Source: an optimization exercise on an open RTL-to-GDS flow (aim: small area). Production flows keep margins and buffers that such runs may drop.
RTL that was checked went through simulation tests only; none was proved equivalent to the original.

==> inputs of run a <==
==> flow/design.v (excerpt) <==
module prv332sv0(
input wire clk,
input wire rst,
input wire timer_int,
input wire soft_int,
input wire ext_int,
output wire [33:0]haddr,
output wire hwrite,
output wire [1:0]hsize,
output wire [2:0]hburst,
output wire [3:0]hprot,
output wire [1:0]htrans,
output wire hmastlock,
output wire [31:0]hwdata,
input wire hready,
input wire hresp,
input wire hreset_n,
input wire [31:0]hrdata
);
make LEC_CHECK=0 CAP_MARGIN=25 CORE_MARGIN=2 CORE_UTILIZATION=40 SLEW_MARGIN=40 finish   # period 12.0 ns
run.sh (not shown) runs the stock make flow with config.mk's settings and CLKGATE_MAP_FILE= SYNTH_SCRIPT=/design/flow/synth_recipe.tcl, a recipe that flattens the netlist after the stock synthesis.
==> run b (differences from run a) <==
--- a/flow/design.v
+++ b/flow/design.v
@@ -55,11 +55,11 @@
 assign ahb_acc_fault = statu_ahb&hresp;
 assign rdy_ahb = statu_ahb&hready;
 assign data_q = data_ahb;
 assign data_out = ({32{statu_ahb&hready}}&hrdata)|data_ahb;
 always@(posedge clk)begin
-	data_ahb <= (rst)?32'b0:(statu_ahb&hready)?hrdata : data_ahb;
+	if(rst|(statu_ahb&hready)) data_ahb <= hrdata & {32{!rst}};
 end
 endmodule
 module alu(
 input clk,
 input rst,
@@ -144,39 +144,38 @@
 							(ori?(rs1|imm32):32'b0) | (orp?(rs1|rs2):32'b0) |
 							(sltiu?{31'b0,cmp_out}:32'b0)|
 							(csr_op?csr:32'b0)|
 							(amo?data_biu:32'b0);
 always@(posedge clk)begin
-	if(rst)begin
-		data_rd <= 32'b0;
-		data_tobiu <= 32'b0;
+	if(rst)
 		shift_counter <= 5'b0;
+	else if(shift_counter==5'b0)begin
+		if(statu_cpu==ex0)
+			shift_counter <= (slli|srli|srai)?shamt : (sllp|srlp|srap)?rs2[4:0]:5'b0;
 	end
-	else begin
-		if((statu_cpu==if0)&rdy_biu)begin
-			data_tobiu <= rport;
-		end
+	else if(slli|sllp|srli|srlp|srai|srap)
+		shift_counter <= shift_counter - 5'd1;
+end
+always@(posedge clk)begin
+	if(!rst)begin
 		if(shift_counter==5'b0)begin
-			if(statu_cpu==ex0)begin
+			if(statu_cpu==ex0)
 				data_rd <= data_out_rd;
-				shift_counter <= (slli|srli|srai)?shamt : (sllp|srlp|srap)?rs2[4:0]:5'b0;
-			end
-			else if(statu_cpu==ex1)begin
-				data_tobiu <= (amoswap?rs2:32'b0)|((amoadd|amoand)? sum:32'b0)|(amoxor?(data_biu^rs2):32'b0)|
-							  ((amomax_any|amomin_any)?amo_cmp_out:32'b0);
-			end
-		end
-		else begin
-			if(slli | sllp)begin
-				data_rd <= (data_rd<<1);
-				shift_counter <= shift_counter - 5'd1;
-			end
-			else if(srli|srlp|srai|srap)begin
-				data_rd <= (data_rd>>1);
-				shift_counter <= shift_counter - 5'd1;
-			end
 		end
+		else if(slli | sllp)
+			data_rd <= (data_rd<<1);
+		else if(srli|srlp|srai|srap)
+			data_rd <= (data_rd>>1);
+	end
+end
+always@(posedge clk)begin
+	if(!rst)begin
+		if((statu_cpu==if0)&rdy_biu)
+			data_tobiu <= rport;
+		else if((shift_counter==5'b0)&(statu_cpu==ex1))
+			data_tobiu <= (amoswap?rs2:32'b0)|((amoadd|amoand)? sum:32'b0)|(amoxor?(data_biu^rs2):32'b0)|
+						  ((amomax_any|amomin_any)?amo_cmp_out:32'b0);
 	end
 end
 assign pc_jmp = beq & eq | bne & !eq | blt & ((rs1[31]&!rs2[31]) | (rs1[31]==rs2[31])&lt) |
 	bltu & lt | bge & ((!rs1[31]&rs2[31]) | (rs1[31]==rs2[31])&lt) | bgeu & gt | jal | jalr;
 assign rdy_alu = (((slli|srli|srai)&((shamt==5'b0)|(shift_counter==5'd1))) | ((sllp|srlp|srap)&((rs2[4:0]==5'b0)|(shift_counter==5'd1)))|
@@ -238,26 +237,22 @@
 input wire [31:0]rs1,
 input wire [31:0]csr,
 input wire [31:0]sum,
 input wire [31:0]pc4,
 output reg [31:0]addr_csr,
-output reg [31:0]pc_next
+output wire [31:0]pc_next
 );
 parameter ex0 = 4'b0001;
 always@(posedge clk)begin
-	if(rst)begin
-		pc_next <= 32'b0;
-		addr_csr <= 32'b0;
-	end
-	else if((statu_cpu==ex0)&rdy_alu)begin
-		pc_next <= pc_jmp ? sum : pc4;
+	if((!rst)&(statu_cpu==ex0)&rdy_alu)begin
 		addr_csr <= amo_lrsc ? rs1 :
 		(opc_biu!=3'b000) ? sum :
 		csrrw ?  rs1 : csrrs ? (csr | rs1) : csrrc ? (csr | {31'b0,(rs1==32'b0)}):csrrwi? {27'b0,rs1_index} :csrrsi? (csr | {27'b0,rs1_index}):
 		csrrci? (csr | {31'b0,(rs1_index==5'b0)}):32'b0;
 	end
 end
+assign pc_next = pc_jmp ? sum : pc4;
 endmodule
 module mmu(
 input clk,
 input rst,
 input wire [6:0]statu_biu,
@@ -735,12 +730,12 @@
 		(statu_biu==r32np)|(statu_biu==r32wp4));
 assign r16 = (!pmp_chk_fault&!page_not_value&!addr_mis)&((statu_biu==r16np)|(statu_biu==r16wp4));
 assign r8  = (!pmp_chk_fault&!page_not_value&!addr_mis)&((statu_biu==r8np)|(statu_biu==r8wp4));
 assign rdy_biu=(statu_biu==rdy);
 always@(posedge clk)begin
-		biu_data_out <= rst?32'b0:((statu_cpu[1:0]==2'b10)&(statu_biu==rdy))?data_dcv_out:biu_data_out;
-		ins			 <= rst?32'b0:((statu_cpu==4'b0000)&(statu_biu==rdy))?data_ahb_out:ins;
+		if(rst|((statu_cpu[1:0]==2'b10)&(statu_biu==rdy))) biu_data_out <= data_dcv_out & {32{!rst}};
+		if(rst|((statu_cpu==4'b0000)&(statu_biu==rdy))) ins <= data_ahb_out & {32{!rst}};
 end
 mmu mmu(
 .clk (clk),
 .rst (rst),
 .statu_biu (statu_biu),
@@ -2063,11 +2058,18 @@
 .ssip_in(ssip_tocsr),
 .ssip_wr(ssip_wr),
 .ret(ret)						
 );
 wire [4:0]rport_index = rdy_biu ? fetch_data[24:20] : rs1_index;
-assign rs1 = (rport_index==5'b0)?32'b0 : gpr[rport_index];
+reg [31:0]rport_val;
+integer ri;
+always@(*)begin
+	rport_val = 32'b0;
+	for(ri=1;ri<32;ri=ri+1)
+		rport_val = rport_val | ({32{rport_index==ri}} & gpr[ri]);
+end
+assign rs1 = rport_val;
 endmodule
 module exu(
 input wire clk,
 input wire rst,
 input wire [3:0]statu_cpu,
- CORE_UTILIZATION: 40 -> 65
- CTS_BUF_LIST: not set -> sky130_fd_sc_hd__clkbuf_4 sky130_fd_sc_hd__clkbuf_8
- CTS_CLUSTER_SIZE: not set -> 20
==> results.txt <==
| quantity | run b | run a |
|---|---|---|
| Total cell area at the placement stage | 103400 um2 | 108300 um2 |
| Post-synthesis area per instance | 10.06 um2 | 9.520 um2 |
| Post-synthesis cell area | 98200 um2 | 101900 um2 |
| Instance count after placement with tap cells included | 11505 | 13715 |
| Number of standard cells after synthesis | 9760 | 10709 |
| Compound-cell area share of the yosys netlist | 20.30% | 20.44% |
| Number of buffers added by the clock tree synthesis step | 326 | 215 |
| Placed wire-length estimate after detailed placement | 325.9 mm | 335.4 mm |
| Setup slack at placement | -0.02837 ns | -0.05677 ns |
| Count of standard-cell rows | 142 | 185 |
| Post-synthesis share of cell area spent on xor and xnor gates | 0.4804% | 0.4639% |
| Post-Synth Adder-Cell Area | 3.715% | 3.579% |
| Effective utilization at floorplan | 65.49% | 40.18% |
| Multiplexer fraction of the synthesized cell area | 3.247% | 5.431% |
| Number of enable flip-flop cells after synthesis | 1334 | 1142 |
| Die extent in x | 392.7 um | 508.8 um |
| Outcome | aborted with a tool error | finished clean |
| Failing step | 5_1_grt | - |
No functional check of the RTL was part of run b.

[static timing again, ports no longer ideal]
Ports are ideal in the flow. The routed layout listed here was re-timed in OpenROAD. Step 1 (the two cells are an assumption about what drives the block):
set clk [get_ports {clk}]
set_driving_cell -lib_cell sky130_fd_sc_hd__clkbuf_16 $clk
set_driving_cell -lib_cell sky130_fd_sc_hd__buf_2 [delete_from_list [all_inputs] $clk]
Step 2 adds t to the input delays and takes it off the output delays; t is the mean of the earliest and latest rising clock arrival at the registers after step 1. Input paths then give back, and output paths get back, about the clock's delay inside the block. a / b / c = no drivers / after step 1 / after step 2; a / b = the first two.
run: run a
shift t [ns]: 0.987
slack for setup (ns): 0.680 / 0.743 / -0.245
worst data-port slew with drivers (ns): 0.06
Met with ideal ports but missed after step 2: setup timing in run a. The setup slack of run a moves by +0.063 ns with the drivers and by -0.925 ns with both steps.
